From an optimization exercise on the open Yosys and OpenROAD flow, aimed at small area; shortcuts taken in it are not production practice. RTL that was checked went through simulation tests only; none was proved equivalent to the original. For runs 1, 3 and 4, only the layout was checked, not whether the RTL still works. Power and IR drop assume default switching activity. No driver is modelled on the clock port, so clocking that relies on it looks cheaper here than on a real chip.

===== design/flow/config.mk =====
export PLATFORM = sky130hd
export DESIGN_NAME = cnn_top
export DESIGN_NICKNAME = cnn_top
export VERILOG_FILES = /design/flow/design.v
export SDC_FILE = /design/flow/constraint.sdc
export NUM_CORES = 4
export LEC_CHECK = 0
export CAP_MARGIN = 20
export CORE_MARGIN = 2
export CORE_UTILIZATION = 70
export CTS_BUF_LIST = sky130_fd_sc_hd__clkbuf_16
export CTS_CLUSTER_DIAMETER = 70
export CTS_CLUSTER_SIZE = 36
export SLEW_MARGIN = 20

===== design/flow/constraint.sdc =====
create_clock -name core_clock -period 5.5 [get_ports {clk}]
set_input_delay 1.1000 -clock core_clock [delete_from_list [all_inputs] [get_ports {clk}]]
set_output_delay 1.1000 -clock core_clock [all_outputs]
set_load 0.01 [all_outputs]

===== design/flow/design.v =====
`timescale 1ns / 1ps
module sliding_window #(
    parameter int DATA_WIDTH = 8,
    parameter int IMG_WIDTH  = 28,
    parameter int DEPTH      = 2*IMG_WIDTH
)(
    input  logic                              clk,
    input  logic                              rst_n,
    input  logic                              i_valid,
    input  logic [DATA_WIDTH-1:0]             i_data,
    output logic                              o_ready,    
    output logic [DEPTH-1:0][DATA_WIDTH-1:0]  o_hist
);
    logic [DEPTH-1:0][DATA_WIDTH-1:0] hist;
    logic [4:0] x_cnt;       
    logic [1:0] y_cnt;       
    always_ff @(posedge clk) begin
        if (i_valid)
            hist <= {hist[DEPTH-2:0], i_data};
    end
    wire x_last = x_cnt[4] & x_cnt[3] & x_cnt[1] & x_cnt[0];    
    always_ff @(posedge clk or negedge rst_n) begin
        if (!rst_n) begin
            x_cnt <= '0;
            y_cnt <= '0;
        end else if (i_valid) begin
            if (x_last) begin
                x_cnt <= '0;
                if (!y_cnt[1]) y_cnt <= y_cnt + 2'd1;
            end else begin
                x_cnt <= x_cnt + 5'd1;
            end
        end
    end
    assign o_ready = y_cnt[1] & (x_cnt[4] | x_cnt[3] | x_cnt[2] | x_cnt[1]);
    assign o_hist  = hist;
endmodule
`timescale 1ns / 1ps
module conv_mac #(
    parameter int DATA_WIDTH = 8,
    parameter int IMG_WIDTH  = 28,
    parameter int DEPTH      = 2*IMG_WIDTH
)(
    input  logic                              clk,
    input  logic                              rst_n,
    input  logic                              i_beat,    
    input  logic                              i_valid,   
    input  logic [DATA_WIDTH-1:0]             i_px,
    input  logic [DEPTH-1:0][DATA_WIDTH-1:0]  i_hist,    
    output logic                              o_valid,
    output logic [11:0]                       o_result
);
    localparam int W = IMG_WIDTH;
    logic [7:0] p56, m0, m2, cn;
    assign p56 = i_hist[2*W-1];      
    assign m0  = i_hist[W-1];        
    assign m2  = i_hist[W+1];        
    assign cn  = ~i_hist[W];         
    logic [8:0] t0, t1, t2;
    assign t0[0] = i_px[0] ^ p56[0];
    wire r_0 = i_px[0] & p56[0];
    assign t0[1] = i_px[1] ^ p56[1] ^ r_0;
    wire r_1 = (i_px[1] & p56[1]) | (i_px[1] & r_0) | (p56[1] & r_0);
    assign t0[2] = i_px[2] ^ p56[2] ^ r_1;
    wire r_2 = (i_px[2] & p56[2]) | (i_px[2] & r_1) | (p56[2] & r_1);
    assign t0[3] = i_px[3] ^ p56[3] ^ r_2;
    wire r_3 = (i_px[3] & p56[3]) | (i_px[3] & r_2) | (p56[3] & r_2);
    assign t0[4] = i_px[4] ^ p56[4] ^ r_3;
    wire r_4 = (i_px[4] & p56[4]) | (i_px[4] & r_3) | (p56[4] & r_3);
    assign t0[5] = i_px[5] ^ p56[5] ^ r_4;
    wire r_5 = (i_px[5] & p56[5]) | (i_px[5] & r_4) | (p56[5] & r_4);
    assign t0[6] = i_px[6] ^ p56[6] ^ r_5;
    wire r_6 = (i_px[6] & p56[6]) | (i_px[6] & r_5) | (p56[6] & r_5);
    assign t0[7] = i_px[7] ^ p56[7] ^ r_6;
    wire r_7 = (i_px[7] & p56[7]) | (i_px[7] & r_6) | (p56[7] & r_6);
    assign t0[8] = r_7;
    always_ff @(posedge clk)
        if (i_beat) begin
            t1 <= t0;
            t2 <= t1;
        end
    wire c_1 = t1[0] ^ t2[0] ^ m0[0];
    wire c_2 = (t1[0] & t2[0]) | (t1[0] & m0[0]) | (t2[0] & m0[0]);
    wire c_3 = t1[1] ^ t2[1] ^ m0[1];
    wire c_4 = (t1[1] & t2[1]) | (t1[1] & m0[1]) | (t2[1] & m0[1]);
    wire c_5 = m2[1] ^ 1'b1;
    wire c_6 = m2[1] & 1'b1;
    wire c_7 = t1[2] ^ t2[2] ^ m0[2];
    wire c_8 = (t1[2] & t2[2]) | (t1[2] & m0[2]) | (t2[2] & m0[2]);
    wire c_9 = m2[2] ^ 1'b1 ^ t0[2];
    wire c_10 = (m2[2] & 1'b1) | (m2[2] & t0[2]) | (1'b1 & t0[2]);
    wire c_11 = t1[3] ^ t2[3] ^ m0[3];
    wire c_12 = (t1[3] & t2[3]) | (t1[3] & m0[3]) | (t2[3] & m0[3]);
    wire c_13 = m2[3] ^ cn[0] ^ t0[3];
    wire c_14 = (m2[3] & cn[0]) | (m2[3] & t0[3]) | (cn[0] & t0[3]);
    wire c_15 = t1[4] ^ t2[4] ^ m0[4];
    wire c_16 = (t1[4] & t2[4]) | (t1[4] & m0[4]) | (t2[4] & m0[4]);
    wire c_17 = m2[4] ^ cn[1] ^ t0[4];
    wire c_18 = (m2[4] & cn[1]) | (m2[4] & t0[4]) | (cn[1] & t0[4]);
    wire c_19 = t1[5] ^ t2[5] ^ m0[5];
    wire c_20 = (t1[5] & t2[5]) | (t1[5] & m0[5]) | (t2[5] & m0[5]);
    wire c_21 = m2[5] ^ cn[2] ^ t0[5];
    wire c_22 = (m2[5] & cn[2]) | (m2[5] & t0[5]) | (cn[2] & t0[5]);
    wire c_23 = t1[6] ^ t2[6] ^ m0[6];
    wire c_24 = (t1[6] & t2[6]) | (t1[6] & m0[6]) | (t2[6] & m0[6]);
    wire c_25 = m2[6] ^ cn[3] ^ t0[6];
    wire c_26 = (m2[6] & cn[3]) | (m2[6] & t0[6]) | (cn[3] & t0[6]);
    wire c_27 = t1[7] ^ t2[7] ^ m0[7];
    wire c_28 = (t1[7] & t2[7]) | (t1[7] & m0[7]) | (t2[7] & m0[7]);
    wire c_29 = m2[7] ^ cn[4] ^ t0[7];
    wire c_30 = (m2[7] & cn[4]) | (m2[7] & t0[7]) | (cn[4] & t0[7]);
    wire c_31 = t1[8] ^ t2[8] ^ cn[5];
    wire c_32 = (t1[8] & t2[8]) | (t1[8] & cn[5]) | (t2[8] & cn[5]);
    wire c_33 = c_1 ^ m2[0];
    wire c_34 = c_1 & m2[0];
    wire c_35 = c_3 ^ c_5 ^ t0[1];
    wire c_36 = (c_3 & c_5) | (c_3 & t0[1]) | (c_5 & t0[1]);
    wire c_37 = c_7 ^ c_9 ^ c_4;
    wire c_38 = (c_7 & c_9) | (c_7 & c_4) | (c_9 & c_4);
    wire c_39 = c_11 ^ c_13 ^ c_8;
    wire c_40 = (c_11 & c_13) | (c_11 & c_8) | (c_13 & c_8);
    wire c_41 = c_15 ^ c_17 ^ c_12;
    wire c_42 = (c_15 & c_17) | (c_15 & c_12) | (c_17 & c_12);
    wire c_43 = c_19 ^ c_21 ^ c_16;
    wire c_44 = (c_19 & c_21) | (c_19 & c_16) | (c_21 & c_16);
    wire c_45 = c_23 ^ c_25 ^ c_20;
    wire c_46 = (c_23 & c_25) | (c_23 & c_20) | (c_25 & c_20);
    wire c_47 = c_27 ^ c_29 ^ c_24;
    wire c_48 = (c_27 & c_29) | (c_27 & c_24) | (c_29 & c_24);
    wire c_49 = c_31 ^ t0[8] ^ c_28;
    wire c_50 = (c_31 & t0[8]) | (c_31 & c_28) | (t0[8] & c_28);
    wire c_51 = c_33 ^ 1'b1;
    wire c_52 = c_33 & 1'b1;
    wire c_53 = c_35 ^ c_2 ^ c_34;
    wire c_54 = (c_35 & c_2) | (c_35 & c_34) | (c_2 & c_34);
    wire c_55 = c_37 ^ c_6 ^ c_36;
    wire c_56 = (c_37 & c_6) | (c_37 & c_36) | (c_6 & c_36);
    wire c_57 = c_39 ^ c_10 ^ c_38;
    wire c_58 = (c_39 & c_10) | (c_39 & c_38) | (c_10 & c_38);
    wire c_59 = c_41 ^ c_14 ^ c_40;
    wire c_60 = (c_41 & c_14) | (c_41 & c_40) | (c_14 & c_40);
    wire c_61 = c_43 ^ c_18 ^ c_42;
    wire c_62 = (c_43 & c_18) | (c_43 & c_42) | (c_18 & c_42);
    wire c_63 = c_45 ^ c_22 ^ c_44;
    wire c_64 = (c_45 & c_22) | (c_45 & c_44) | (c_22 & c_44);
    wire c_65 = c_47 ^ c_26 ^ c_46;
    wire c_66 = (c_47 & c_26) | (c_47 & c_46) | (c_26 & c_46);
    wire c_67 = c_49 ^ c_30 ^ c_48;
    wire c_68 = (c_49 & c_30) | (c_49 & c_48) | (c_30 & c_48);
    wire c_69 = cn[6] ^ c_32 ^ c_50;
    wire c_70 = (cn[6] & c_32) | (cn[6] & c_50) | (c_32 & c_50);
    logic [11:0] sum;
    assign sum = {1'b1, cn[7], c_69, c_67, c_65, c_63, c_61, c_59, c_57, c_55, c_53, c_51} + {1'b0, c_70, c_68, c_66, c_64, c_62, c_60, c_58, c_56, c_54, c_52, t0[0]};
    always_ff @(posedge clk)
        o_result <= ~sum;
    always_ff @(posedge clk or negedge rst_n)
        if (!rst_n) o_valid <= 1'b0;
        else        o_valid <= i_valid;
endmodule
`timescale 1ns / 1ps
module cnn_top #(
    parameter int DATA_WIDTH = 8,
    parameter int OUT_WIDTH  = 32,
    parameter int IMG_WIDTH  = 28
)(
    input  logic                   clk,
    input  logic                   rst_n,
    input  logic [DATA_WIDTH-1:0]  s_axis_tdata,
    input  logic                   s_axis_tvalid,
    output logic                   s_axis_tready,
    output logic [OUT_WIDTH-1:0]   m_axis_tdata,
    output logic                   m_axis_tvalid,
    input  logic                   m_axis_tready,
    output logic                   m_axis_tlast
);
    localparam int DEPTH = 2*IMG_WIDTH;
    logic                              win_ready;
    logic [DEPTH-1:0][DATA_WIDTH-1:0]  hist;
    logic [11:0]                       result;
    assign s_axis_tready = 1'b1;
    assign m_axis_tlast  = 1'b0;
    sliding_window #(
        .DATA_WIDTH(DATA_WIDTH),
        .IMG_WIDTH(IMG_WIDTH),
        .DEPTH(DEPTH)
    ) u_sliding_window (
        .clk(clk),
        .rst_n(rst_n),
        .i_valid(s_axis_tvalid),
        .i_data(s_axis_tdata),
        .o_ready(win_ready),
        .o_hist(hist)
    );
    conv_mac #(
        .DATA_WIDTH(DATA_WIDTH),
        .IMG_WIDTH(IMG_WIDTH),
        .DEPTH(DEPTH)
    ) u_conv_mac (
        .clk(clk),
        .rst_n(rst_n),
        .i_beat(s_axis_tvalid),
        .i_valid(s_axis_tvalid & win_ready),
        .i_px(s_axis_tdata),
        .i_hist(hist),
        .o_valid(m_axis_tvalid),
        .o_result(result)
    );
    assign m_axis_tdata = {{(OUT_WIDTH-12){result[11]}}, result};
endmodule

===== design/flow/flow/run.sh =====
#!/bin/bash
# Standard layout (standard.sh: the ORFS flow, synthesis unchanged), with
# clock tree synthesis told not to add dummy loads and the smallest buffer on
# the ports.
set -euo pipefail
export CTS_ARGS="-sink_clustering_enable -repair_clock_nets -buf_list sky130_fd_sc_hd__clkbuf_16 -sink_clustering_size 36 -sink_clustering_max_diameter 70 -dont_use_dummy_load"
export BUFFER_PORTS_ARGS="-buffer_cell sky130_fd_sc_hd__buf_1"
bash standard.sh > standard.log 2>&1

===== design/flow/standard.sh =====
#!/bin/bash
# synth_recipe.tcl (not shown) runs the flow's synth.tcl, then flattens the netlist and writes it again
# the make line also repeats each setting of config.mk as NAME=value (left out here)
make -C /OpenROAD-flow-scripts/flow DESIGN_CONFIG=/design/flow/config.mk WORK_HOME=/design/flow/orfs CLKGATE_MAP_FILE= SYNTH_SCRIPT=/design/flow/synth_recipe.tcl "${@:-finish}"

==> reports/results.tsv, run 1 <==
metric	value	unit
Unique masters post-synth	41	
commonest non-fill, non-tap cells in the layout	edfxtp_1 (466), inv_1 (47), buf_1 (40)	
H-tree Lvls	1	
Die Ht	156	µm
CTS tree	built	
Critical Path AT	6.27	ns
sequential power share	0.560	
fillers	1212	
FF-to-FF End	u_conv_mac.o_result[10]	
WL per Instance	17.9	µm
Remaining Overflow, GRT	0	
fin. max-slew vios	0	
I/O Buffers	43	
CP Cell Sequence	buf_8, ha_4, inv_2, fa_2, inv_2, fa_2, inv_2, fa_2, fa_2, fa_2, fa_2, fa_1, inv_2, fa_1, fa_2, fa_2, ha_4, a21o_1, a21oi_2, o2111a_1, nor3_2	
HPWL after DPL	10.2	mm
slew margin rel.	0.466	
CP bufs+invs	5	
leak pwr	6.06	nW
initial antenna violation count	0	
Core Region	0.0227	mm²
Root Buffer	clkbuf_16	
worst min path class	reg2reg	
Slew @ Worst Pin	0.800	ns
vias per inst	5.54	
setup ws final	-0.378	ns
final core utilization	0.769	
FP Rows	55	
Post-synth EDFFs	466	
DR pass1 iterations	4	
critical path depth	21	
Tmin final	5.88	ns
reg2reg start	u_sliding_window.hist[440]	
Worst EP required	5.89	ns
kind of critical path	in2reg	
met1 Use GR	0.271	
cts bufs inserted	18	
boundary pin count	47	
Worst-Skew Late Latency	0.52	ns
Iter 0 DRT Violations	431	
WHS Path Cells	0	
cell count after synthesis	692	
ratio of cells with drive above 1 in the final layout	0.109	
clock skew	0.0349	ns
drt total wl	18.6	mm
met2 Use GR	0.223	
Final Hold Vio Count	0	
die area	0.0245	mm²
Seq/Total Area, Yosys	0.887	
multi-input logic area	0.00163	mm²
MaxCap Viol Count	0	
synthesized area	0.0163	mm²
area delta synth->final	7.31	%
Synthesized Nets	758	
Critical Path Fanout Max	4	
Inst Count DP	1018	
die width	156	µm
Finished Layout Cells	1038	
most frequent CP cell	fa_2	
Sw Share	0.258	
most crowded layer after global routing	met1	
FF-to-FF path depth	20	
largest net degree at the start of global routing	158	
Failed Checks	negative setup slack	
setup TNS	-1.48	ns
Sequential cell area	0.0144	mm²
first-pass GRT wire length	29.6	mm
Post-synth top flop	edfxtp_1	
DR DRC count	0	
Placer Congestion	0.719	
CTS clk-pin slew, worst paths	0.12	ns
CTS Sinks	486	
Post-Layout Inst Area	0.0175	mm²
final setup fails	5	
number of global-route vias before repair	5553	
hold path startpoint	u_sliding_window.hist[196]	
clock share of power	0.188	
total track usage	0.158	
slowest CP cell	fa_2	
average size of a mapped cell	23.5	µm²
Logic pwr share	0.252	
Yosys reg bits	486	
Fin Hold WS	0.404	ns
Synth async-reset ratio	0.0165	
Hold EP	u_sliding_window.hist[204]	
Final nets	820	
Initial Util	0.716	
P_sw	2.07	mW
FF-to-FF setup slack	-0.12	ns
Worst setup EP type	flop	
RSZ-0062 raised after global routing	true	
CTS max path bufs	3	
CP top delay family	adder cells	
dpl cell area	0.0169	mm²
P per Cell Area	459	mW/mm²
via count	5750	
YS warnings	2	
Cell Int Power	5.95	mW
Peak VDD IR	341	µV
post-route antenna net violation count	0	
startpoint type of the worst setup path	input port	
period utilisation layout	1.07	
status	finished with violations	
GR Util met3	0.0244	
Max stage delay on crit path	0.56	ns
commonest non-fill, non-tap cell in the layout	edfxtp_1	
Peak Freq	170	MHz
## per-layer routing
metal / part of all wire / routed length (µm)
met1: 0.51 / 9470
met2: 0.43 / 8030
met3: 0.039 / 732
met4: 0.020 / 366
met5: 0 / 0
## sequential cells by signal (all words and copies together) (netlist names)
name                    flops
u_sliding_window.hist     448
u_conv_mac.o_result        12
u_conv_mac.t1               9
u_conv_mac.t2               9
u_sliding_window.x_cnt      5
u_sliding_window.y_cnt      2
u_conv_mac.o_valid          1
## synth_stat cells, types with 2 or more instances
cell type / count / area [µm²]
nand3_1: 2 / 10.0
dfrtp_1: 8 / 200
nand2b_1: 2 / 12.5
inv_1: 53 / 199
conb_1: 2 / 7.51
dfxtp_1: 12 / 240
buf_4: 22 / 165
xor2_1: 5 / 43.8
nand2_1: 9 / 33.8
edfxtp_1: 466 / 14000
and3_1: 4 / 25.0
fa_1: 39 / 781
nor3_1: 3 / 15.0
nor2_1: 2 / 7.51
a21oi_1: 8 / 40.0
o21ai_0: 7 / 35.0
xnor2_1: 4 / 35.0
ha_1: 15 / 188
o211ai_1: 2 / 15.0
a21o_1: 6 / 45.0
## final cells by class
cell class,instances,share of cell area
inverters,53,0.0114
well taps,285,0.0204
repair buffers,66,0.0224
diodes,1,0.000143
clock buffers,18,0.0258
flip-flops and latches,486,0.827
multi-input cells,129,0.0931
## what timing repair did
| item | CTS | global route |
|---|---|---|
| hold buffers | 0 | 0 |
| hold endpoints to repair | 0 | 0 |
| setup buffers | 1 | 0 |
| endpoints found under the setup margin | 6 | 6 |
| resized for setup | 17 | 3 |
| pin swaps | 10 | 4 |
## power by group through the flow
stage	sequential [mW]	combinational [mW]	clock (mW)
floorplan	4.56	1.26	0
global placement	4.56	1.69	0
detailed placement	4.57	1.80	0
CTS	4.50	1.96	1.58
global route	4.53	2.23	1.68
finish	4.49	2.02	1.51
## worst max path at each step
stage | from | to | slack (ns)
after floorplan | s_axis_tdata[0] | u_conv_mac.o_result[10] | -0.56
after global placement | s_axis_tdata[0] | u_conv_mac.o_result[10] | -0.91
after detailed placement | s_axis_tdata[0] | u_conv_mac.o_result[10] | -1.03
after CTS | s_axis_tdata[0] | u_conv_mac.o_result[10] | -0.33
after global routing | s_axis_tdata[0] | u_conv_mac.o_result[10] | -0.48
final | s_axis_tdata[0] | u_conv_mac.o_result[10] | -0.38
## cell families (layout without fill, tap and decap cells)
family,Yosys count,count (layout),synth area share
AO/OA/AOI/OAI,35,35,0.0149
XOR/XNOR,9,9,0.00484
adder cells (fa/ha/maj),54,54,0.0595
buffers and inverters,77,137,0.0229
flip-flops,486,486,0.887
multiplexers,1,1,0.000692
other,2,3,0.000462
AND/OR/NAND/NOR,28,28,0.00946
## per-stage QoR
step           worst slack [ns]  power [mW]
2_1_floorplan            -0.561        5.82
3_3_place_gp             -0.914        6.25
3_5_place_dp              -1.03        6.37
4_1_cts                  -0.326        8.03
5_1_grt                  -0.480        8.43
6_report                 -0.378        8.02
==> inputs of run 2 (changes only) <==
--- a/design/flow/design.v
+++ b/design/flow/design.v
@@ -57,23 +57,7 @@
     assign m2  = i_hist[W+1];        
     assign cn  = ~i_hist[W];         
     logic [8:0] t0, t1, t2;
-    assign t0[0] = i_px[0] ^ p56[0];
-    wire r_0 = i_px[0] & p56[0];
-    assign t0[1] = i_px[1] ^ p56[1] ^ r_0;
-    wire r_1 = (i_px[1] & p56[1]) | (i_px[1] & r_0) | (p56[1] & r_0);
-    assign t0[2] = i_px[2] ^ p56[2] ^ r_1;
-    wire r_2 = (i_px[2] & p56[2]) | (i_px[2] & r_1) | (p56[2] & r_1);
-    assign t0[3] = i_px[3] ^ p56[3] ^ r_2;
-    wire r_3 = (i_px[3] & p56[3]) | (i_px[3] & r_2) | (p56[3] & r_2);
-    assign t0[4] = i_px[4] ^ p56[4] ^ r_3;
-    wire r_4 = (i_px[4] & p56[4]) | (i_px[4] & r_3) | (p56[4] & r_3);
-    assign t0[5] = i_px[5] ^ p56[5] ^ r_4;
-    wire r_5 = (i_px[5] & p56[5]) | (i_px[5] & r_4) | (p56[5] & r_4);
-    assign t0[6] = i_px[6] ^ p56[6] ^ r_5;
-    wire r_6 = (i_px[6] & p56[6]) | (i_px[6] & r_5) | (p56[6] & r_5);
-    assign t0[7] = i_px[7] ^ p56[7] ^ r_6;
-    wire r_7 = (i_px[7] & p56[7]) | (i_px[7] & r_6) | (p56[7] & r_6);
-    assign t0[8] = r_7;
+    assign t0 = 9'(i_px) + 9'(p56);
     always_ff @(posedge clk)
         if (i_beat) begin
             t1 <= t0;
==> run 2 against run 1 <==
Compared with the run above: die area grew 0.81%; synthesized area is 0.83% higher; clock skew increased by 0.048 ns; largest power group unchanged; now clean on timing, DRC and antenna; register-to-register slack better by 0.93 ns; sequential cell count is the same; critical path type unchanged.
==> reports/results.tsv, run 2 <==
metric	value	unit	change
status	timing/DRC/antenna clean		was finished with violations
commonest cells in the netlist	edfxtp_1 (466), inv_1 (43), fa_1 (33), buf_4 (22), ha_1 (22)		was edfxtp_1 (466), inv_1 (53), fa_1 (39), buf_4 (22), ha_1 (15)
setup ws final	0.460	ns	was -0.378 ns
Post-synth top flop	edfxtp_1		unchanged
number of global-route vias before repair	5618		was 5553
initial antenna violation count	1		was 0
average size of a mapped cell	23.0	µm²	was 23.5 µm²
Inserted Diodes	0		was 1
CTS tree	built		unchanged
Worst setup EP type	flop		unchanged
Tmin final	5.04	ns	was 5.88 ns
Final nets	827		was 820
Largest regs	u_sliding_window.hist: 448 flops, u_conv_mac.o_result: 12 flops		unchanged
Final Hold Vio Count	0		unchanged
kind of critical path	in2reg		unchanged
Yosys reg bits	486		unchanged
Iter 0 DRT Violations	550		was 431
Critical Path AT	5.45	ns	was 6.27 ns
ratio of cells with drive above 1 in the final layout	0.0475		was 0.109
die area	0.0247	mm²	was 0.0245 mm²
die width	157	µm	was 156 µm
FP Rows	56		was 55
via count	5899		was 5750
post-CTS sizing	0		was 17
Peak VDD IR	334	µV	was 341 µV
boundary pin count	47		unchanged
MaxCap Viol Count	0		unchanged
Root Buffer	clkbuf_16		unchanged
commonest non-fill, non-tap cells in the layout	edfxtp_1 (466), inv_1 (43), buf_1 (42)		was edfxtp_1 (466), inv_1 (47), buf_1 (40)
CP startpoint	s_axis_tdata[0]		unchanged
startpoint type of the worst setup path	input port		unchanged
Hold-fix buffers, CTS	0		unchanged
period utilisation layout	0.916		was 1.07
worst min path class	reg2reg		unchanged
Core Region	0.0233	mm²	was 0.0227 mm²
Placer Congestion	0.772		was 0.719
area delta synth->final	5.75	%	was 7.31%
multi-input logic area	0.00163	mm²	about the same
post-CTS setup buffer count	0		was 1
first-pass GRT wire length	29.9	mm	was 29.6 mm
max FFs per register	448		unchanged
CTS max path bufs	3		unchanged
leak pwr	5.99	nW	was 6.06 nW
WL per Instance	17.9	µm	about the same
Post-Layout Inst Area	0.0173	mm²	was 0.0175 mm²
total track usage	0.159		was 0.158
RSZ-0062 raised after global routing	false		was true
fillers	1320		was 1212
H-tree Lvls	1		unchanged
HPWL after DPL	11.0	mm	was 10.2 mm
Worst EP required	5.92	ns	was 5.89 ns
Seq/Total Area, Yosys	0.880		was 0.887
fin. max-slew vios	0		unchanged
slew margin rel.	0.445		was 0.466
DR DRC count	0		unchanged
area share of the largest cell type after synthesis	0.853		was 0.860
top cells by area, synth	edfxtp_1 (85%), fa_1 (4.0%), ha_1 (1.7%), dfxtp_1 (1.5%), dfrtp_1 (1.2%)		was edfxtp_1 (86%), fa_1 (4.8%), dfxtp_1 (1.5%), dfrtp_1 (1.2%), inv_1 (1.2%)
I/O Buffers	43		unchanged
hold path startpoint	u_sliding_window.hist[204]		was u_sliding_window.hist[196]
Sequential cell area	0.0144	mm²	unchanged
final setup fails	0		was 5
post-route antenna net violation count	0		unchanged
YS warnings	2		unchanged
CTS Sinks	486		unchanged
dpl cell area	0.0169	mm²	about the same
DR pass1 iterations	5		was 4
Remaining Overflow, GRT	0		unchanged
Finished Layout Cells	1077		was 1038
vias per inst	5.48		was 5.54
Slew @ Worst Pin	0.832	ns	was 0.800 ns
Synthesized Nets	779		was 758
Unique masters post-synth	46		was 41
cell count after synthesis	712		was 692
Die Ht	157	µm	was 156 µm
commonest non-fill, non-tap cell in the layout	edfxtp_1		unchanged
Peak Freq	198	MHz	was 170 MHz
total power	7.55	mW	was 8.02 mW
reg2reg start	u_sliding_window.hist[440]		unchanged
clock skew	0.0834	ns	was 0.0349 ns
drt total wl	19.2	mm	was 18.6 mm
cts bufs inserted	19		was 18
Biggest register	u_sliding_window.hist		unchanged
pre-CTS setup slack	-0.0107	ns	was -1.03 ns
Initial Util	0.705		was 0.716
post-synth top area cell	edfxtp_1		unchanged
largest net degree at the start of global routing	153		was 158
P per Cell Area	435	mW/mm²	was 459 mW/mm²
Post-synth EDFFs	466		unchanged
Worst-Skew Late Latency	0.54	ns	was 0.52 ns
Inst Count DP	1058		was 1018
most instantiated library cell after synthesis	edfxtp_1		unchanged
Synth async-reset ratio	0.0165		unchanged
CTS clk-pin slew, worst paths	0.11	ns	was 0.12 ns
synthesized area	0.0164	mm²	was 0.0163 mm²
Critical Path Fanout Max	7		was 4
[run 2: cell types whose count changed after synthesis, moves of 2 or more]
| cell | delta |
|---|---|
| o2111ai_1 | +2 |
| a21oi_2 | +2 |
| a21oi_1 | -2 |
| fa_1 | -6 |
| nand3_1 | +5 |
| ha_1 | +7 |
| nand2_1 | +4 |
| xnor2_1 | +4 |
| nor2_1 | +6 |
| o211ai_1 | +2 |
| xor2_1 | +4 |
| inv_1 | -10 |
| a21o_1 | -3 |
[run 2: per-stage QoR]
| step | hold slack, ns | util | TNS, ns |
|---|---|---|---|
| 4_1_cts | 0.353 | 0.746 | 0 |
| 5_1_grt | 0.351 | 0.746 | 0 |
| 3_5_place_dp | 0.405 | 0.725 | -0.0107 |
| 6_report | 0.350 | 0.746 | 0 |
| 2_1_floorplan | 0.400 | - | 0 |
| 3_3_place_gp | 0.401 | 0.725 | 0 |
[run 2: power breakdown]
group | total [mW] | switching (mW) | internal (mW) | leakage (nW)
clock | 1.55 | 0.920 | 0.626 | 0.234
sequential | 4.50 | 0.119 | 4.38 | 4.76
combinational | 1.51 | 0.907 | 0.603 | 0.993
[run 2: critical path, cell delays in order]
cell and delay [ns]:
buf_1 0.10, ha_1 0.25, fa_1 0.43, a21o_1 0.21
a21oi_2 0.20, o211ai_1 0.18, xnor2_1 0.18, fa_1 0.50
inv_1 0.06, fa_1 0.48, fa_1 0.49, ha_1 0.33
buf_4 0.17, nand2_1 0.06, a21boi_0 0.34, nand2_1 0.13
a311oi_1 0.26
[run 2: area by class of cell]
type                       count  share of cell area
timing repair buffer          51              0.0144
inverter                      43             0.00930
sequential                   486               0.832
clock buffer                  19              0.0274
tap                          319              0.0230
multi-input combinational    159              0.0938
[run 2: per-layer routing]
layer | global-route usage | routed length (µm) | vias to the layer above
met3 | 0.0245 | 666 | 19
met5 | 0 | 0 | -
li1 | - | - | 2751
met2 | 0.235 | 8670 | 101
met1 | 0.262 | 9590 | 3028
met4 | 0.0329 | 326 | 0
[run 2: kinds of logic (layout without fill, tap and decap cells)]
logic type,after synthesis,in the layout,synth area share
DFF,486,486,0.880
buffers and inverters,67,113,0.0209
adders and majority gates,55,55,0.0571
and+or+nand+nor,44,44,0.0133
AOI/OAI and AO/OA,40,40,0.0187
xor gates and xnor gates,17,17,0.00908
other,2,2,0.000458
muxes,1,1,0.000686
[run 2: final timing paths]
kind | end | cells after the start | slack [ns]
max | u_conv_mac.o_result[9] | 17 | 0.46
min | u_sliding_window.hist[212] | 0 | 0.35
max reg2reg | u_conv_mac.o_result[9] | 16 | 0.81
min reg2reg | u_sliding_window.hist[212] | 0 | 0.35
max in group asynchronous | u_sliding_window.x_cnt[4] | 1 | 4.75
min in group asynchronous | u_sliding_window.x_cnt[0] | 1 | 0.46
==> inputs of run 3 (changes only) <==
--- a/design/flow/design.v
+++ b/design/flow/design.v
@@ -56,8 +56,9 @@
     assign m0  = i_hist[W-1];        
     assign m2  = i_hist[W+1];        
     assign cn  = ~i_hist[W];         
-    logic [8:0] t0, t1, t2;
+    logic [8:0] t0;
     assign t0 = 9'(i_px) + 9'(p56);
+    logic [8:0] t1, t2;
     always_ff @(posedge clk)
         if (i_beat) begin
             t1 <= t0;
@@ -133,10 +134,43 @@
     wire c_68 = (c_49 & c_30) | (c_49 & c_48) | (c_30 & c_48);
     wire c_69 = cn[6] ^ c_32 ^ c_50;
     wire c_70 = (cn[6] & c_32) | (cn[6] & c_50) | (c_32 & c_50);
-    logic [11:0] sum;
-    assign sum = {1'b1, cn[7], c_69, c_67, c_65, c_63, c_61, c_59, c_57, c_55, c_53, c_51} + {1'b0, c_70, c_68, c_66, c_64, c_62, c_60, c_58, c_56, c_54, c_52, t0[0]};
-    always_ff @(posedge clk)
-        o_result <= ~sum;
+    logic [7:0] lo_sum;
+    logic lo_carry;
+    assign lo_sum[0] = c_51 ^ t0[0];
+    wire lc_0 = c_51 & t0[0];
+    assign lo_sum[1] = c_53 ^ c_52 ^ lc_0;
+    wire lc_1 = (c_53 & c_52) | (c_53 & lc_0) | (c_52 & lc_0);
+    assign lo_sum[2] = c_55 ^ c_54 ^ lc_1;
+    wire lc_2 = (c_55 & c_54) | (c_55 & lc_1) | (c_54 & lc_1);
+    assign lo_sum[3] = c_57 ^ c_56 ^ lc_2;
+    wire lc_3 = (c_57 & c_56) | (c_57 & lc_2) | (c_56 & lc_2);
+    assign lo_sum[4] = c_59 ^ c_58 ^ lc_3;
+    wire lc_4 = (c_59 & c_58) | (c_59 & lc_3) | (c_58 & lc_3);
+    assign lo_sum[5] = c_61 ^ c_60 ^ lc_4;
+    wire lc_5 = (c_61 & c_60) | (c_61 & lc_4) | (c_60 & lc_4);
+    assign lo_sum[6] = c_63 ^ c_62 ^ lc_5;
+    wire lc_6 = (c_63 & c_62) | (c_63 & lc_5) | (c_62 & lc_5);
+    assign lo_sum[7] = c_65 ^ c_64 ^ lc_6;
+    wire lc_7 = (c_65 & c_64) | (c_65 & lc_6) | (c_64 & lc_6);
+    assign lo_carry = lc_7;
+    logic [7:0] lo_r;
+    logic [3:0] ha_r, hb_r;
+    logic hc_in;
+    always_ff @(posedge clk) begin
+        lo_r  <= lo_sum;
+        hc_in <= lo_carry;
+        ha_r  <= {1'b1, cn[7], c_69, c_67};
+        hb_r  <= {1'b0, c_70, c_68, c_66};
+    end
+    logic [3:0] hi_sum;
+    assign hi_sum[0] = ha_r[0] ^ hb_r[0] ^ hc_in;
+    wire hc_0 = (ha_r[0] & hb_r[0]) | (ha_r[0] & hc_in) | (hb_r[0] & hc_in);
+    assign hi_sum[1] = ha_r[1] ^ hb_r[1] ^ hc_0;
+    wire hc_1 = (ha_r[1] & hb_r[1]) | (ha_r[1] & hc_0) | (hb_r[1] & hc_0);
+    assign hi_sum[2] = ha_r[2] ^ hb_r[2] ^ hc_1;
+    wire hc_2 = (ha_r[2] & hb_r[2]) | (ha_r[2] & hc_1) | (hb_r[2] & hc_1);
+    assign hi_sum[3] = ha_r[3] ^ hb_r[3] ^ hc_2;
+    assign o_result = ~{hi_sum, lo_r};
     always_ff @(posedge clk or negedge rst_n)
         if (!rst_n) o_valid <= 1'b0;
         else        o_valid <= i_valid;
==> run 3 against run 2 <==
Compared with the run above: sequential cell count rose by 3; utilization up 1.1 points; power decreased by 8.5%; count of clock-buffer cells in the layout is 1 lower; sequential share of layout area up 1.3 points; synthesized cell count is 5.6% lower; die area is 1.3% lower; non-clock buffer count grew 7; critical endpoint is now u_conv_mac.lo_r[7]; combinational power decreased by 42%; via count shrank 6.1%; clock power is essentially flat.
==> reports/results.tsv, run 3 <==
metric	value	unit	change
CP endpoint	u_conv_mac.lo_r[7]		was u_conv_mac.o_result[9]
slew margin rel.	0.377		was 0.445
FF-to-FF setup slack	0.50	ns	was 0.81 ns
clock skew	0.0452	ns	was 0.0834 ns
Post-synth EDFFs	466		unchanged
RSZ-0062 raised after global routing	false		unchanged
Worst EP required	5.90	ns	was 5.92 ns
boundary pin count	47		unchanged
Slew @ Worst Pin	0.935	ns	was 0.832 ns
first-pass GRT wire length	29.0	mm	was 29.9 mm
WL per Instance	18.2	µm	was 17.9 µm
worst min path class	reg2reg		unchanged
period utilisation layout	0.961		was 0.916
DR DRC count	0		unchanged
vias per inst	5.49		was 5.48
CTS max path bufs	3		unchanged
Largest regs	u_sliding_window.hist: 448 flops, u_conv_mac.t1: 9 flops, u_conv_mac.t2: 9 flops		was u_sliding_window.hist: 448 flops, u_conv_mac.o_result: 12 flops
Peak Freq	189	MHz	was 198 MHz
die area	0.0244	mm²	was 0.0247 mm²
Final nets	792		was 827
leak pwr	5.96	nW	was 5.99 nW
FF-to-FF End	u_conv_mac.lo_r[7]		was u_conv_mac.o_result[9]
Worst-Skew Late Latency	0.53	ns	was 0.54 ns
status	timing/DRC/antenna clean		unchanged
largest net degree at the start of global routing	131		was 153
Post-Layout Inst Area	0.0171	mm²	was 0.0173 mm²
Placer Congestion	0.743		was 0.772
HPWL after DPL	10.1	mm	was 11.0 mm
CP startpoint	s_axis_tdata[0]		unchanged
post-synth top area cell	edfxtp_1		unchanged
synthesized area	0.0162	mm²	was 0.0164 mm²
I/O Buffers	43		unchanged
cell count after synthesis	672		was 712
hold path startpoint	u_sliding_window.hist[131]		was u_sliding_window.hist[204]
DR pass1 iterations	4		was 5
H-tree Lvls	1		unchanged
most instantiated library cell after synthesis	edfxtp_1		unchanged
CTS tree	built		unchanged
Unique masters post-synth	32		was 46
reg2reg start	u_sliding_window.hist[440]		unchanged
Remaining Overflow, GRT	0		unchanged
Critical Path Fanout Max	2		was 7
Root Buffer	clkbuf_16		unchanged
Tmin final	5.28	ns	was 5.04 ns
startpoint type of the worst setup path	input port		unchanged
fin. max-slew vios	0		unchanged
Biggest register	u_sliding_window.hist		unchanged
P per Cell Area	403	mW/mm²	was 435 mW/mm²
FF-to-FF path depth	15		was 16
via count	5537		was 5899
die width	156	µm	was 157 µm
initial antenna violation count	0		was 1
CTS clk-pin slew, worst paths	0.12	ns	was 0.11 ns
CTS Sinks	489		was 486
Fin Hold WS	0.394	ns	was 0.350 ns
cts bufs inserted	18		was 19
average size of a mapped cell	24.1	µm²	was 23.0 µm²
fillers	1208		was 1320
MaxCap Viol Count	0		unchanged
Core Region	0.0226	mm²	was 0.0233 mm²
commonest cells in the netlist	edfxtp_1 (466), inv_1 (53), fa_1 (42), buf_4 (24), dfxtp_1 (15)		was edfxtp_1 (466), inv_1 (43), fa_1 (33), buf_4 (22), ha_1 (22)
FP Rows	55		was 56
Initial Util	0.715		was 0.705
commonest non-fill, non-tap cell in the layout	edfxtp_1		unchanged
ratio of cells with drive above 1 in the final layout	0.0580		was 0.0475
Yosys reg bits	489		was 486
area share of the largest cell type after synthesis	0.864		was 0.853
Final Hold Vio Count	0		unchanged
Synthesized Nets	738		was 779
final setup fails	0		unchanged
Synth async-reset ratio	0.0164		was 0.0165
Critical Path AT	5.69	ns	was 5.45 ns
YS warnings	2		unchanged
Inserted Diodes	0		unchanged
Worst setup EP type	flop		unchanged
Post-synth top flop	edfxtp_1		unchanged
drt total wl	18.4	mm	was 19.2 mm
number of global-route vias before repair	5418		was 5618
area delta synth->final	5.88	%	was 5.75%
dpl cell area	0.0167	mm²	was 0.0169 mm²
kind of critical path	in2reg		unchanged
Die Ht	156	µm	was 157 µm
top cells by area, synth	edfxtp_1 (86%), fa_1 (5.2%), dfxtp_1 (1.9%), dfrtp_1 (1.2%), inv_1 (1.2%)		was edfxtp_1 (85%), fa_1 (4.0%), ha_1 (1.7%), dfxtp_1 (1.5%), dfrtp_1 (1.2%)
max FFs per register	448		unchanged
Seq/Total Area, Yosys	0.895		was 0.880
post-route antenna net violation count	0		unchanged
commonest non-fill, non-tap cells in the layout	edfxtp_1 (466), inv_1 (53), buf_1 (42)		was edfxtp_1 (466), inv_1 (43), buf_1 (42)
Iter 0 DRT Violations	486		was 550
total track usage	0.155		was 0.159
Peak VDD IR	360	µV	was 334 µV
Hold-fix buffers, CTS	0		unchanged
## run 3: changes by cell type after synthesis, sizes merged, moves of 4 or more
cell	previous run	this run
nand3	7	1
inv	43	54
nand2	13	7
nor3	4	0
o211ai	4	0
a21oi	9	4
and3	5	0
xor2	9	4
fa	33	42
ha	22	12
## run 3: cell type report
cell class	count	area, µm²	area share
Tap cell	285	357	0.0208
Sequential cell	489	14500	0.845
Multi-Input combinational cell	105	1330	0.0773
Timing Repair Buffer	58	315	0.0184
Inverter	54	203	0.0118
Clock buffer	18	450	0.0263
## run 3: cell families after synthesis
family	after synthesis	share of synthesized area
compound gates	15	0.00649
xor+xnor	9	0.00487
fa+ha+maj	54	0.0612
buf+inv	78	0.0236
flops	489	0.895
mux	1	0.000695
other cells	2	0.000464
simple gates	24	0.00750
## run 3: critical path, cell delays in order
cell and delay (ns):
buf_1 0.10, ha_1 0.26, fa_2 0.39, xnor2_2 0.15, ha_1 0.30, fa_1 0.50
inv_1 0.06, fa_1 0.50, fa_1 0.46, fa_1 0.37, inv_1 0.07, fa_1 0.17
inv_1 0.05, fa_1 0.38, fa_1 0.39, fa_1 0.43
## run 3: power breakdown
part	internal (mW)	total (mW)	switching (mW)	leakage [nW]
Combinational	0.339	0.869	0.530	0.951
Clock	0.595	1.52	0.920	0.222
Sequential	4.40	4.52	0.125	4.79
Total	5.33	6.91	1.57	5.96
## run 3: worst min-delay path by stage
stage,slack [ns],cells after the start,endpoint
5_1_grt,0.41,0,u_sliding_window.hist[25]
3_3_place_gp,0.41,0,u_sliding_window.hist[42]
2_1_floorplan,0.40,1,u_conv_mac.ha_r[2]
6_report,0.39,0,u_sliding_window.hist[139]
4_1_cts,0.40,0,u_sliding_window.hist[139]
3_5_place_dp,0.40,0,u_sliding_window.hist[107]
## run 3: metrics by stage
step	setup TNS, ns	std cells	worst slack (ns)	power [mW]	util
floorplan	0	672	0.0101	5.21	-
global placement	-0.519	991	-0.295	5.46	0.737
detailed placement	-0.717	991	-0.395	5.49	0.737
CTS	0	1009	0.160	7.00	0.757
global route	0	1009	0.0106	7.26	0.757
finish	0	1009	0.216	6.91	0.757
## run 3: repair_timing
action,4_1_cts,5_1_grt
setup buffers,0,0
gates resized for setup,0,1
endpoints found under the setup margin,0,1
## run 3: metal layers
layer / GRT usage / vias up / wire [µm]
met4: 0.0310 / 0 / 314
met2: 0.230 / 101 / 8140
met1: 0.256 / 2853 / 9190
met5: 0 / - / 0
met3: 0.0250 / 23 / 736
li1: - / 2560 / -
==> inputs of run 4 (changes only) <==
--- a/design/flow/design.v
+++ b/design/flow/design.v
@@ -134,7 +134,7 @@
     wire c_68 = (c_49 & c_30) | (c_49 & c_48) | (c_30 & c_48);
     wire c_69 = cn[6] ^ c_32 ^ c_50;
     wire c_70 = (cn[6] & c_32) | (cn[6] & c_50) | (c_32 & c_50);
-    logic [7:0] lo_sum;
+    logic [8:0] lo_sum;
     logic lo_carry;
     assign lo_sum[0] = c_51 ^ t0[0];
     wire lc_0 = c_51 & t0[0];
@@ -152,24 +152,24 @@
     wire lc_6 = (c_63 & c_62) | (c_63 & lc_5) | (c_62 & lc_5);
     assign lo_sum[7] = c_65 ^ c_64 ^ lc_6;
     wire lc_7 = (c_65 & c_64) | (c_65 & lc_6) | (c_64 & lc_6);
-    assign lo_carry = lc_7;
-    logic [7:0] lo_r;
-    logic [3:0] ha_r, hb_r;
+    assign lo_sum[8] = c_67 ^ c_66 ^ lc_7;
+    wire lc_8 = (c_67 & c_66) | (c_67 & lc_7) | (c_66 & lc_7);
+    assign lo_carry = lc_8;
+    logic [8:0] lo_r;
+    logic [2:0] ha_r, hb_r;
     logic hc_in;
     always_ff @(posedge clk) begin
         lo_r  <= lo_sum;
         hc_in <= lo_carry;
-        ha_r  <= {1'b1, cn[7], c_69, c_67};
-        hb_r  <= {1'b0, c_70, c_68, c_66};
+        ha_r  <= {1'b1, cn[7], c_69};
+        hb_r  <= {1'b0, c_70, c_68};
     end
-    logic [3:0] hi_sum;
+    logic [2:0] hi_sum;
     assign hi_sum[0] = ha_r[0] ^ hb_r[0] ^ hc_in;
     wire hc_0 = (ha_r[0] & hb_r[0]) | (ha_r[0] & hc_in) | (hb_r[0] & hc_in);
     assign hi_sum[1] = ha_r[1] ^ hb_r[1] ^ hc_0;
     wire hc_1 = (ha_r[1] & hb_r[1]) | (ha_r[1] & hc_0) | (hb_r[1] & hc_0);
     assign hi_sum[2] = ha_r[2] ^ hb_r[2] ^ hc_1;
-    wire hc_2 = (ha_r[2] & hb_r[2]) | (ha_r[2] & hc_1) | (hb_r[2] & hc_1);
-    assign hi_sum[3] = ha_r[3] ^ hb_r[3] ^ hc_2;
     assign o_result = ~{hi_sum, lo_r};
     always_ff @(posedge clk or negedge rst_n)
         if (!rst_n) o_valid <= 1'b0;
==> run 4 against run 3 <==
Compared with the run above: critical path type unchanged; first-iteration DRC count decreased by 12%; sequential cell count decreased by 1; critical path depth increased by 1; global-route usage increased by 0.37 points; non-clock buffer count decreased by 2; combinational power increased by 2.8%; die area decreased by 0.23%; clock power increased by 3%; largest power group unchanged; maximum frequency decreased by 1.5%; power increased by 0.78%; register-to-register slack got worse by 0.21 ns.
==> reports/results.tsv, run 4 <==
metric	value	unit	change
Worst EP required	5.89	ns	was 5.90 ns
initial antenna violation count	0		unchanged
largest net degree at the start of global routing	117		was 131
Slew @ Worst Pin	0.857	ns	was 0.935 ns
Post-synth top flop	edfxtp_1		unchanged
Peak VDD IR	315	µV	was 360 µV
YS warnings	2		unchanged
Critical Path Fanout Max	2		unchanged
cell count after synthesis	666		was 672
vias per inst	5.51		was 5.49
number of global-route vias before repair	5442		was 5418
Synthesized Nets	732		was 738
via count	5520		was 5537
commonest cells in the netlist	edfxtp_1 (466), inv_1 (51), fa_1 (42), buf_4 (23), dfxtp_1 (14)		was edfxtp_1 (466), inv_1 (53), fa_1 (42), buf_4 (24), dfxtp_1 (15)
startpoint type of the worst setup path	input port		unchanged
Final Hold Vio Count	0		unchanged
period utilisation layout	0.976		was 0.961
total power	6.96	mW	was 6.91 mW
post-synth top area cell	edfxtp_1		unchanged
Core Region	0.0226	mm²	unchanged
CTS clk-pin slew, worst paths	0.12	ns	about the same
commonest non-fill, non-tap cells in the layout	edfxtp_1 (466), inv_1 (48), buf_1 (39)		was edfxtp_1 (466), inv_1 (53), buf_1 (42)
average size of a mapped cell	24.3	µm²	was 24.1 µm²
boundary pin count	47		unchanged
Root Buffer	clkbuf_16		unchanged
Remaining Overflow, GRT	0		unchanged
DR DRC count	0		unchanged
total track usage	0.159		was 0.155
Initial Util	0.714		was 0.715
die area	0.0243	mm²	was 0.0244 mm²
top cells by area, synth	edfxtp_1 (87%), fa_1 (5.2%), dfxtp_1 (1.7%), dfrtp_1 (1.2%), inv_1 (1.2%)		was edfxtp_1 (86%), fa_1 (5.2%), dfxtp_1 (1.9%), dfrtp_1 (1.2%), inv_1 (1.2%)
pre-CTS setup slack	-0.544	ns	was -0.395 ns
fillers	1199		was 1208
Die Ht	156	µm	about the same
I/O Buffers	43		unchanged
kind of critical path	in2reg		unchanged
Final nets	785		was 792
setup TNS	0	ns	unchanged
final core utilization	0.758		was 0.757
CTS max path bufs	3		unchanged
Iter 0 DRT Violations	427		was 486
first-pass GRT wire length	29.5	mm	was 29.0 mm
WL per Instance	18.6	µm	was 18.2 µm
most instantiated library cell after synthesis	edfxtp_1		unchanged
cts bufs inserted	19		was 18
leak pwr	5.93	nW	was 5.96 nW
Synth async-reset ratio	0.0164		about the same
die width	156	µm	about the same
clock skew	0.0549	ns	was 0.0452 ns
status	timing/DRC/antenna clean		unchanged
drt total wl	18.7	mm	was 18.4 mm
CTS Sinks	488		was 489
Seq/Total Area, Yosys	0.896		was 0.895
slew margin rel.	0.429		was 0.377
Worst setup EP type	flop		unchanged
commonest non-fill, non-tap cell in the layout	edfxtp_1		unchanged
Hold-fix buffers, CTS	0		unchanged
H-tree Lvls	1		unchanged
Unique masters post-synth	30		was 32
FP Rows	55		unchanged
Critical Path AT	5.75	ns	was 5.69 ns
ratio of cells with drive above 1 in the final layout	0.0739		was 0.0580
area delta synth->final	6.24	%	was 5.88%
MaxCap Viol Count	0		unchanged
Post-synth EDFFs	466		unchanged
Peak Freq	186	MHz	was 189 MHz
Worst-Skew Late Latency	0.54	ns	was 0.53 ns
DR pass1 iterations	4		unchanged
fin. max-slew vios	0		unchanged
post-route antenna net violation count	0		unchanged
Biggest register	u_sliding_window.hist		unchanged
final setup fails	0		unchanged
Tmin final	5.37	ns	was 5.28 ns
max FFs per register	448		unchanged
CTS tree	built		unchanged
HPWL after DPL	10.2	mm	was 10.1 mm
area share of the largest cell type after synthesis	0.866		was 0.864
Inserted Diodes	0		unchanged
worst min path class	reg2reg		unchanged
P per Cell Area	406	mW/mm²	was 403 mW/mm²
RSZ-0062 raised after global routing	false		unchanged
synthesized area	0.0162	mm²	about the same
Yosys reg bits	488		was 489
Placer Congestion	0.756		was 0.743
setup ws final	0.133	ns	was 0.216 ns
==> run 4: changes by cell type in the layout (fill, tap and decap cells not counted), sizes merged, moves of 2 or more <==
cell / previous run / this run
inv: 54 / 51
clkbuf: 19 / 23
buf: 57 / 52
nand2: 7 / 5
==> run 4: logic make-up after synthesis <==
kind of cell	count (synthesis)	share of synthesized area
AOI/OAI and AO/OA	16	0.00744
xor gates and xnor gates	9	0.00488
adders and majority gates	54	0.0613
buffers and inverters	75	0.0228
DFF	488	0.896
muxes	1	0.000697
other	2	0.000465
and+or+nand+nor	21	0.00635
==> run 4: layout make-up <==
class / instances / area (µm²) / share of cell area
sequential: 488 / 14500 / 0.843
multi-input combinational: 103 / 1360 / 0.0793
clock buffer: 19 / 475 / 0.0277
tap: 285 / 357 / 0.0208
timing repair buffer: 56 / 304 / 0.0177
inverter: 51 / 191 / 0.0112
==> run 4: critical path, cell delays in order <==
cell      delay (ns)
clkbuf_2        0.12
ha_4            0.18
fa_2            0.37
xnor2_2         0.15
ha_1            0.30
fa_1            0.50
inv_1           0.06
fa_1            0.50
fa_2            0.40
fa_2            0.34
inv_2           0.06
fa_1            0.14
inv_1           0.05
fa_2            0.34
fa_2            0.36
fa_2            0.35
fa_1            0.44
==> run 4: where the power goes <==
part	switching (mW)	internal, mW
clock network	0.931	0.626
registers	0.123	4.39
logic	0.532	0.361
==> run 4: metal layers <==
layer / part of all wire / GRT usage / wire (µm)
met3: 0.030 / 0.0233 / 558
met2: 0.45 / 0.230 / 8330
met4: 0.019 / 0.0367 / 353
met5: 0 / 0 / 0
met1: 0.50 / 0.267 / 9430
==> run 4: timing repair <==
item / in CTS / in global routing
setup buffers: 0 / 0
resized for setup: 0 / 5
endpoints found under the setup margin: 0 / 2
==> run 4: final timing paths <==
check / cells past startpoint / slack [ns] / to / start
setup / recovery: 17 / 0.13 / u_conv_mac.lo_r[8] / s_axis_tdata[0]
hold / removal: 0 / 0.37 / u_sliding_window.hist[91] / u_sliding_window.hist[83]
setup reg to reg: 19 / 0.29 / u_conv_mac.lo_r[8] / u_sliding_window.hist[441]
hold reg to reg: 0 / 0.37 / u_sliding_window.hist[91] / u_sliding_window.hist[83]
max in group asynchronous: 1 / 4.74 / u_sliding_window.x_cnt[3] / rst_n
min in group asynchronous: 1 / 0.47 / u_sliding_window.x_cnt[4] / rst_n
==> run 4: metrics by stage <==
step | instance area (µm²) | cells | hold slack (ns)
2_1_floorplan | 16200 | 666 | 0.397
3_3_place_gp | 16700 | 983 | 0.405
3_5_place_dp | 16700 | 983 | 0.405
4_1_cts | 17200 | 1002 | 0.379
5_1_grt | 17200 | 1002 | 0.382
6_report | 17200 | 1002 | 0.373
==> inputs of run 5 (changes only) <==
--- a/design/flow/design.v
+++ b/design/flow/design.v
@@ -134,7 +134,7 @@
     wire c_68 = (c_49 & c_30) | (c_49 & c_48) | (c_30 & c_48);
     wire c_69 = cn[6] ^ c_32 ^ c_50;
     wire c_70 = (cn[6] & c_32) | (cn[6] & c_50) | (c_32 & c_50);
-    logic [8:0] lo_sum;
+    logic [6:0] lo_sum;
     logic lo_carry;
     assign lo_sum[0] = c_51 ^ t0[0];
     wire lc_0 = c_51 & t0[0];
@@ -150,26 +150,26 @@
     wire lc_5 = (c_61 & c_60) | (c_61 & lc_4) | (c_60 & lc_4);
     assign lo_sum[6] = c_63 ^ c_62 ^ lc_5;
     wire lc_6 = (c_63 & c_62) | (c_63 & lc_5) | (c_62 & lc_5);
-    assign lo_sum[7] = c_65 ^ c_64 ^ lc_6;
-    wire lc_7 = (c_65 & c_64) | (c_65 & lc_6) | (c_64 & lc_6);
-    assign lo_sum[8] = c_67 ^ c_66 ^ lc_7;
-    wire lc_8 = (c_67 & c_66) | (c_67 & lc_7) | (c_66 & lc_7);
-    assign lo_carry = lc_8;
-    logic [8:0] lo_r;
-    logic [2:0] ha_r, hb_r;
+    assign lo_carry = lc_6;
+    logic [6:0] lo_r;
+    logic [4:0] ha_r, hb_r;
     logic hc_in;
     always_ff @(posedge clk) begin
         lo_r  <= lo_sum;
         hc_in <= lo_carry;
-        ha_r  <= {1'b1, cn[7], c_69};
-        hb_r  <= {1'b0, c_70, c_68};
+        ha_r  <= {1'b1, cn[7], c_69, c_67, c_65};
+        hb_r  <= {1'b0, c_70, c_68, c_66, c_64};
     end
-    logic [2:0] hi_sum;
+    logic [4:0] hi_sum;
     assign hi_sum[0] = ha_r[0] ^ hb_r[0] ^ hc_in;
     wire hc_0 = (ha_r[0] & hb_r[0]) | (ha_r[0] & hc_in) | (hb_r[0] & hc_in);
     assign hi_sum[1] = ha_r[1] ^ hb_r[1] ^ hc_0;
     wire hc_1 = (ha_r[1] & hb_r[1]) | (ha_r[1] & hc_0) | (hb_r[1] & hc_0);
     assign hi_sum[2] = ha_r[2] ^ hb_r[2] ^ hc_1;
+    wire hc_2 = (ha_r[2] & hb_r[2]) | (ha_r[2] & hc_1) | (hb_r[2] & hc_1);
+    assign hi_sum[3] = ha_r[3] ^ hb_r[3] ^ hc_2;
+    wire hc_3 = (ha_r[3] & hb_r[3]) | (ha_r[3] & hc_2) | (hb_r[3] & hc_2);
+    assign hi_sum[4] = ha_r[4] ^ hb_r[4] ^ hc_3;
     assign o_result = ~{hi_sum, lo_r};
     always_ff @(posedge clk or negedge rst_n)
         if (!rst_n) o_valid <= 1'b0;
==> design/flow/flow/run.sh (replaced) <==
#!/bin/bash
# Standard layout (standard.sh: the ORFS flow, synthesis unchanged), with
# clock tree synthesis told not to add dummy loads and the smallest buffer on
# the ports.
set -euo pipefail
export CTS_ARGS="-sink_clustering_enable -repair_clock_nets -buf_list sky130_fd_sc_hd__clkbuf_16 -sink_clustering_size 36 -sink_clustering_max_diameter 70 -dont_use_dummy_load -root_buf sky130_fd_sc_hd__clkbuf_8"
export BUFFER_PORTS_ARGS="-buffer_cell sky130_fd_sc_hd__buf_1"
bash standard.sh > standard.log 2>&1
==> run 5 against run 4 <==
Compared with the run above: register-to-register slack better by 0.57 ns; final cell count up 0.60%; worst setup slack better by 0.48 ns; sequential cell count up 2; synthesized cell count up 1.7%; combinational power down 1%; highest routed layer unchanged; largest power group unchanged; utilization down 0.58 points; die area up 0.48%; worst hold slack better by 0.032 ns; sequential share of layout area up 0.62 points; power down 1.3%; first-iteration DRC count up 3.5%.
==> reports/results.tsv, run 5 <==
metric	value	unit	change
area share of the largest cell type after synthesis	0.862		was 0.866
Critical Path Fanout Max	2		unchanged
Max stage delay on crit path	0.51	ns	was 0.50 ns
most frequent CP cell	fa_1		was fa_2
CTS Sinks	490		was 488
clock share of power	0.213		was 0.224
P per Cell Area	402	mW/mm²	was 406 mW/mm²
largest net degree at the start of global routing	134		was 117
CTS clk-pin slew, worst paths	0.12	ns	about the same
Inserted Diodes	0		unchanged
Iter 0 DRT Violations	442		was 427
kind of critical path	in2reg		unchanged
Final Hold Vio Count	0		unchanged
Initial Util	0.715		was 0.714
vias per inst	5.54		was 5.51
average size of a mapped cell	24.0	µm²	was 24.3 µm²
area delta synth->final	5.24	%	was 6.24%
Peak VDD IR	322	µV	was 315 µV
Finished Layout Cells	1008		was 1002
Yosys reg bits	490		was 488
die width	156	µm	about the same
fillers	1238		was 1199
CP Cell Sequence	buf_1, ha_1, fa_1, xnor2_1, ha_1, fa_1, inv_1, fa_1, fa_1, fa_1, inv_1, fa_1, inv_1, fa_1, fa_1		was clkbuf_2, ha_4, fa_2, xnor2_2, ha_1, fa_1, inv_1, fa_1, fa_2, fa_2, inv_2, fa_1, inv_1, fa_2, fa_2, fa_2, fa_1
top cells by area, synth	edfxtp_1 (86%), fa_1 (5.2%), dfxtp_1 (2.0%), inv_1 (1.3%), dfrtp_1 (1.2%)		was edfxtp_1 (87%), fa_1 (5.2%), dfxtp_1 (1.7%), dfrtp_1 (1.2%), inv_1 (1.2%)
Synthesized Nets	743		was 732
Die Ht	156	µm	about the same
setup TNS	0	ns	unchanged
cts bufs inserted	18		was 19
CTS max path bufs	3		unchanged
Logic pwr share	0.128		about the same
fin. max-slew vios	0		unchanged
Worst EP required	5.98	ns	was 5.89 ns
Root Buffer	clkbuf_8		was clkbuf_16
HPWL after DPL	10.6	mm	was 10.2 mm
setup ws final	0.616	ns	was 0.133 ns
Largest regs	u_sliding_window.hist: 448 flops, u_conv_mac.t1: 9 flops, u_conv_mac.t2: 9 flops		
Peak Freq	205	MHz	was 186 MHz
Critical Path AT	5.37	ns	was 5.75 ns
cell count after synthesis	677		was 666
commonest non-fill, non-tap cell in the layout	edfxtp_1		unchanged
post-route antenna net violation count	0		unchanged
initial antenna violation count	0		unchanged
leak pwr	5.95	nW	was 5.93 nW
Tmin final	4.88	ns	was 5.37 ns
worst min path class	in2async		was reg2reg
Hold-fix buffers, CTS	0		unchanged
via count	5588		was 5520
Unique masters post-synth	33		was 30
post-CTS sizing	0		unchanged
slew margin rel.	0.346		was 0.429
FP Rows	55		unchanged
MaxCap Viol Count	0		unchanged
first-pass GRT wire length	29.3	mm	was 29.5 mm
status	timing/DRC/antenna clean		unchanged
RSZ-0062 raised after global routing	false		unchanged
ratio of cells with drive above 1 in the final layout	0.0429		was 0.0739
WL per Instance	18.7	µm	was 18.6 µm
Slew @ Worst Pin	0.981	ns	was 0.857 ns
Final nets	791		was 785
period utilisation layout	0.888		was 0.976
Remaining Overflow, GRT	0		unchanged
max FFs per register	448		unchanged
drt total wl	18.9	mm	was 18.7 mm
Sw Share	0.232		was 0.228
sequential power share	0.658		was 0.648
slowest CP cell	fa_1		unchanged
I/O Buffers	43		unchanged
total track usage	0.157		was 0.159
commonest cells in the netlist	edfxtp_1 (466), inv_1 (55), fa_1 (42), buf_4 (23), dfxtp_1 (16)		was edfxtp_1 (466), inv_1 (51), fa_1 (42), buf_4 (23), dfxtp_1 (14)
synthesized area	0.0162	mm²	about the same
commonest non-fill, non-tap cells in the layout	edfxtp_1 (466), inv_1 (55), fa_1 (42), buf_1 (42), dfxtp_1 (16)		was edfxtp_1 (466), inv_1 (48), buf_1 (39)
Cell Int Power	5.28	mW	was 5.38 mW
boundary pin count	47		unchanged
startpoint type of the worst setup path	input port		unchanged
post-CTS setup buffer count	0		unchanged
final setup fails	0		unchanged
Placer Congestion	0.734		was 0.756
Worst-Skew Late Latency	0.59	ns	was 0.54 ns
pre-CTS setup slack	-0.0114	ns	was -0.544 ns
Biggest register	u_sliding_window.hist		unchanged
post-synth top area cell	edfxtp_1		unchanged
Sequential cell area	0.0145	mm²	about the same
die area	0.0244	mm²	was 0.0243 mm²
P_sw	1.60	mW	was 1.59 mW
Synth async-reset ratio	0.0163		was 0.0164
Core Region	0.0227	mm²	was 0.0226 mm²
Seq/Total Area, Yosys	0.894		was 0.896
H-tree Lvls	1		unchanged
Inst Count DP	990		was 983
DR pass1 iterations	5		was 4
number of global-route vias before repair	5442		unchanged
CTS tree	built		unchanged
YS warnings	2		unchanged
Post-synth EDFFs	466		unchanged
Worst setup EP type	flop		unchanged
clock skew	0.0381	ns	was 0.0549 ns
multi-input logic area	0.00134	mm²	was 0.00136 mm²
DR DRC count	0		unchanged
Post-synth top flop	edfxtp_1		unchanged
most instantiated library cell after synthesis	edfxtp_1		unchanged
-- run 5: cell count changes in the layout (fill, tap and decap cells not counted), sizes merged, moves of 3 or more --
cell,before,now
a21o,1,4
and3,0,4
clkbuf,23,19
inv,51,56
nand2,5,8
nor2,6,2
-- run 5: worst paths after layout --
| kind | from | endpoint | slack, ns | depth (start not counted) |
|---|---|---|---|---|
| max | s_axis_tdata[0] | u_conv_mac.lo_r[6] | 0.62 | 15 |
| max reg2reg | u_sliding_window.hist[440] | u_conv_mac.lo_r[6] | 0.86 | 14 |
| min reg2reg | u_sliding_window.hist[258] | u_sliding_window.hist[266] | 0.40 | 0 |
| max in group asynchronous | rst_n | u_sliding_window.y_cnt[1] | 4.77 | 1 |
| min in group core_clock | u_sliding_window.hist[258] | u_sliding_window.hist[266] | 0.40 | 0 |
| min | rst_n | u_sliding_window.x_cnt[3] | 0.40 | 1 |
-- run 5: worst max-delay path, delay by kind of cell --
family,cells,cell delay (ns)
XOR/XNOR,1,0.21
adder cells (fa/ha/maj),10,3.77
buffers and inverters,4,0.29
-- run 5: layout make-up --
type | count | area share
Tap cell | 285 | 0.0209
Timing Repair Buffer | 51 | 0.0146
Inverter | 56 | 0.0123
Multi-Input combinational cell | 108 | 0.0782
Clock buffer | 18 | 0.0244
Sequential cell | 490 | 0.850
-- run 5: kinds of logic (layout without fill, tap and decap cells) --
family | after synthesis | in the layout | share of synthesized area
AO/OA/AOI/OAI | 20 | 20 | 0.00856
XOR/XNOR | 7 | 7 | 0.00378
adder cells (fa/ha/maj) | 54 | 54 | 0.0610
buffers and inverters | 79 | 125 | 0.0236
flip-flops | 490 | 490 | 0.894
multiplexers | 2 | 2 | 0.00131
other | 2 | 2 | 0.000463
AND/OR/NAND/NOR | 23 | 23 | 0.00717
-- run 5: metrics by stage --
stage                     instance area [µm²]  hold slack [ns]  power, mW   util
after CTS                               17100            0.367       6.97  0.752
final                                   17100            0.404       6.87  0.752
after detailed placement                16700            0.405       5.51  0.734
after floorplan                         16200            0.397       5.21      -
after global routing                    17100            0.396       7.19  0.752
after global placement                  16700            0.402       5.44  0.734
-- run 5: per-layer routing --
metal / wire (µm) / up-vias / GRT usage / part of all wire
li1: - / 2575 / - / -
met1: 9420 / 2940 / 0.257 / 0.50
met2: 8680 / 51 / 0.235 / 0.46
met3: 555 / 22 / 0.0260 / 0.029
met4: 244 / 0 / 0.0319 / 0.013
met5: 0 / - / 0 / 0
-- run 5: power groups by stage --
stage / clock [mW] / combinational, mW / sequential [mW]
5_1_grt: 1.63 / 1.01 / 4.55
3_3_place_gp: 0 / 0.841 / 4.60
4_1_cts: 1.53 / 0.908 / 4.53
6_report: 1.47 / 0.883 / 4.53
2_1_floorplan: 0 / 0.652 / 4.56
3_5_place_dp: 0 / 0.900 / 4.60

-- re-timing with driven ports --
Ports are ideal in the flow. The routed layouts listed here were re-timed in OpenROAD. Step 1 assumes that a clkbuf_16 drives the clock port and a buf_2 every other input. Step 2 adds t to the input delays and takes it off the output delays; t is the mean of the earliest and latest rising clock arrival at the registers after step 1. Input paths then give back, and output paths get back, about the clock's delay inside the block. Three values: ideal ports, drivers, drivers and shift; two values: the first two.
| run | t (ns) | setup slack, ns | hold slack, ns |
|---|---|---|---|
| run 1 | 0.550 | -0.378 / -0.385 / -0.936 | 0.404 / 0.404 / 0.404 |
| run 2 | 0.544 | 0.460 / 0.484 / -0.060 | 0.350 / 0.350 / 0.350 |
| run 3 | 0.550 | 0.216 / 0.241 / -0.309 | 0.394 / 0.394 / 0.394 |
| run 4 | 0.564 | 0.133 / 0.143 / -0.421 | 0.373 / 0.373 / 0.373 |
| run 5 | 0.614 | 0.616 / 0.637 / 0.023 | 0.404 / 0.388 / 0.405 |
With both steps, setup timing fails in run 2, run 3 and run 4, where it was met with ideal ports. The setup slack of run 5, which loses most, moves by +0.021 ns with the drivers and by -0.593 ns with both steps.
